This design comes from an exercise in tuning for small area on the open sky130 flow, not from production work. In this exercise RTL edits were held to simulation tests only and were not proved equivalent to the original. Power and IR drop assume default switching activity.

Setup of build 3:
## top
module top (
    input clk,
    input rst,
    input rx,
    input [3:0] sw_mode,
    input btn_L, btn_R, btn_D, btn_U,
    input echo,
    input dht_in,
    output dht_oe,
    output dht_drv,
    output trig,
    output tx,
    output [3:0] fndCom,
    output [7:0] fndFont
);
Size in the first run: ~2000 cells after synthesis, roughly 0.016 mm2 of cells after synthesis.
Settings: LEC_CHECK=0, CAP_MARGIN=20, CORE_MARGIN=2, CORE_UTILIZATION=40, SLEW_MARGIN=20; clock period 110.0 ns.
standard.sh (not shown) runs the stock make flow with config.mk's settings and CLKGATE_MAP_FILE= SYNTH_SCRIPT=/design/flow/synth_recipe.tcl, a recipe that flattens the netlist after the stock synthesis.
==> flow/flow/run.sh <==
#!/bin/bash
# Standard synthesis; then the combinational logic between the (untouched) registers is
# re-mapped by ABC with area-oriented scripts (the smallest result is kept); then the
# standard layout steps, with small port buffers and a clock tree of clkbuf_8 buffers
# without dummy loads.
set -euo pipefail
W=$(pwd)
R=$W/orfs/results/$FLOW_PLATFORM/top/base
L=$W/orfs/logs/$FLOW_PLATFORM/top/base
LIB=$FLOW_HOME/platforms/$FLOW_PLATFORM/lib/sky130_fd_sc_hd__tt_025C_1v80.lib

bash standard.sh synth > $W/std_synth.log 2>&1

yosys -p "read_liberty -ignore_miss_func $LIB; write_verilog -noattr $W/cells_all.v" > $W/cells.log 2>&1
python3 $W/flow/comb.py $W/cells_all.v $W/comb_cells.v
DU=$(grep -o -- '-dont_use [A-Za-z0-9_]*' $L/1_2_yosys.log | sort -u | tr '\n' ' ')
cp $R/1_2_yosys.v $W/std_1_2_yosys.v

resyn() {
  yosys -p "read_liberty -lib $LIB; read_verilog $W/std_1_2_yosys.v; hierarchy -top $FLOW_TOP; \
    techmap -map $W/comb_cells.v; techmap; opt -purge; \
    abc -liberty $LIB $DU -script $W/flow/resyn_$1.abc; \
    splitnets; opt_clean -purge; \
    hilomap -singleton -hicell sky130_fd_sc_hd__conb_1 HI -locell sky130_fd_sc_hd__conb_1 LO; \
    insbuf -buf sky130_fd_sc_hd__buf_1 A X; opt_clean -purge; \
    stat -liberty $LIB; write_verilog -noattr -nohex -nodec $W/resyn_$1.v" > $W/resyn_$1.log 2>&1
}
resyn a
best=""; besta=""
for k in a; do
  a=$(grep "Chip area for module" $W/resyn_$k.log | tail -1 | awk '{print $NF}')
  echo "resyn $k: $a" >> $W/resyn_pick.log
  if [[ -n "$a" ]] && { [[ -z "$besta" ]] || python3 -c "import sys; sys.exit(0 if float('$a') < float('$besta') else 1)"; }; then
    best=$k; besta=$a
  fi
done
echo "picked $best ($besta)" >> $W/resyn_pick.log
cp $W/resyn_$best.v $R/1_2_yosys.v
rm -f $R/1_synth.odb $R/1_synth.sdc

export BUFFER_PORTS_ARGS="-buffer_cell sky130_fd_sc_hd__buf_1"
export CTS_ARGS="-sink_clustering_enable -repair_clock_nets -dont_use_dummy_load -buf_list sky130_fd_sc_hd__clkbuf_4 -sink_clustering_size 8 -sink_clustering_max_diameter 40"
bash standard.sh > $W/std_finish.log 2>&1
Other scripts of this flow, unchanged in this note and not shown: flow/flow/comb.py, flow/flow/resyn_a.abc
Both conditions hold for build 3: the flow ran to the end and the final layout passed the timing, design-rule and antenna checks.
[inputs] build 26 vs build 3
-- flow/flow/run.sh --
<<< build 3, line 28
resyn a
>>> build 26, line 28
resyn a & resyn b & resyn c & resyn d & wait
<<< build 3, line 30
for k in a; do
>>> build 26, line 30
for k in a b c d; do
<<< build 3, line 42
export CTS_ARGS="-sink_clustering_enable -repair_clock_nets -dont_use_dummy_load -buf_list sky130_fd_sc_hd__clkbuf_4 -sink_clustering_size 8 -sink_clustering_max_diameter 40"
>>> build 26, line 42
export CTS_ARGS="-sink_clustering_enable -repair_clock_nets -dont_use_dummy_load -buf_list sky130_fd_sc_hd__clkbuf_8 -sink_clustering_size 16 -sink_clustering_max_diameter 60"
==> flow/flow/resyn_b.abc (new file) <==
strash
ifraig
dc2
&get -n
&deepsyn -T 300
&put
dch -f
amap
mfs2 -a
strash
dc2
dch -f
amap
mfs2 -a
strash
dc2
dch -f
amap
mfs2 -a
strash
dch -f
amap
topo
==> flow/flow/resyn_c.abc (new file) <==
strash
ifraig
dc2
&get -n
&deepsyn -T 300 -S 1
&put
dch -f
amap
mfs2 -a
strash
dc2
dch -f
amap
mfs2 -a
strash
dc2
dch -f
amap
mfs2 -a
strash
dch -f
amap
topo
==> flow/flow/resyn_d.abc (new file) <==
strash
ifraig
dc2
&get -n
&deepsyn -T 300 -S 2
&put
dch -f
amap
mfs2 -a
strash
dc2
dch -f
amap
mfs2 -a
strash
dc2
dch -f
amap
mfs2 -a
strash
dch -f
amap
topo
Notes after the runs:
Diff build 3 -> build 26 | total routed wirelength | down by a little under 10%. Note that the wire length on met2 recorded for build 26 amounts to 0.901 times the value seen in build 3. Going from build 3 to build 26, final-layout clock buffer total has decreased, slew at the pin with the worst max-slew slack shrank by 0.047 ns, setup slack increased 0.84 ns, relative area change from synthesis to final layout went up, placer's final routability congestion estimate down about 6%. On number of vias in the routed layout, build 26 does better than build 3.
The inputs of build 54 differ from those of build 26 as listed below.
-- flow/flow/run.sh --
<<< build 26, line 28
resyn a & resyn b & resyn c & resyn d & wait
>>> build 54, line 28
resyn a
<<< build 26, line 30
for k in a b c d; do
>>> build 54, line 30
for k in a; do
<<< build 26, line 42
export CTS_ARGS="-sink_clustering_enable -repair_clock_nets -dont_use_dummy_load -buf_list sky130_fd_sc_hd__clkbuf_8 -sink_clustering_size 16 -sink_clustering_max_diameter 60"
>>> build 54, line 42
export CTS_ARGS="-sink_clustering_enable -repair_clock_nets -dont_use_dummy_load -buf_list sky130_fd_sc_hd__clkbuf_16 -sink_clustering_size 30 -sink_clustering_max_diameter 80"
removed: flow/flow/resyn_b.abc
removed: flow/flow/resyn_c.abc
removed: flow/flow/resyn_d.abc
Notes after the runs:
- Summary of build 54 over build 26: portion of total power attributed to combinational logic now larger; placeable core area now sits higher; worst setup slack after layout has decreased; largest net degree at the start of global routing went up 36.
- Build 54: no failed stages, no open violations at the end
- Via count, build 54 vs build 26: up by a little under 10%
- | met2 wire length | build 54 vs build 26 | about 11% higher |
- | post-CTS clock slew at the launch and capture registers of the worst setup and hold paths | build 26 vs build 54 | ≈ equal |
> inputs changed (build 54 -> build 95)
-- flow/flow/run.sh --
<<< build 54, line 42
export CTS_ARGS="-sink_clustering_enable -repair_clock_nets -dont_use_dummy_load -buf_list sky130_fd_sc_hd__clkbuf_16 -sink_clustering_size 30 -sink_clustering_max_diameter 80"
>>> build 95, line 42
export CTS_ARGS="-sink_clustering_enable -repair_clock_nets -dont_use_dummy_load -buf_list {sky130_fd_sc_hd__clkbuf_4 sky130_fd_sc_hd__clkbuf_8} -sink_clustering_size 12 -sink_clustering_max_diameter 50"
## What came out
Build 95 | stages: all done | timing, DRC, antenna: all pass
Met1 layer wirelength in the final routing: build 95 > build 54
Worst hold margin for build 95 is higher than for build 54.
On build 95: transition time at the pin with the least slew margin is 0.12 ns higher than what build 54 gave.
Build 95 ended up with a lower number of cells traversed by the worst hold path than build 54 did.
Taking build 54 as the reference, in build 95 initial antenna violation count held steady, leakage power figure grew by about 0.54%.

[afterwards: timing with drivers on the ports]
The flow's constraints put no driver on any port. The routed layouts listed below were extracted and timed again, unchanged, in two steps.
Step 1: set_driving_cell puts a clkbuf_16 on clk and a buf_2 on each other input, an assumption about the parent block.
Step 2 times the ports against the registers' clock, not the clock port: input delays grow and output delays shrink by t, the midpoint of the rising clock arrivals with the driver on.
Slacks: ideal / step 1 / step 2; pairs: ideal / step 1.
| run | t, ns | setup WS [ns] | worst setup path after step 2 |
|---|---|---|---|
| build 3 | 0.815 | 61.836 / 61.810 / 61.810 | input to output |
| build 26 | 0.664 | 62.673 / 62.647 / 62.647 | input to output |
| build 54 | 0.582 | 61.900 / 61.874 / 61.874 | input to output |
| build 95 | 0.640 | 61.829 / 61.803 / 61.803 | input to output |
After both steps every run listed still meets setup and hold.
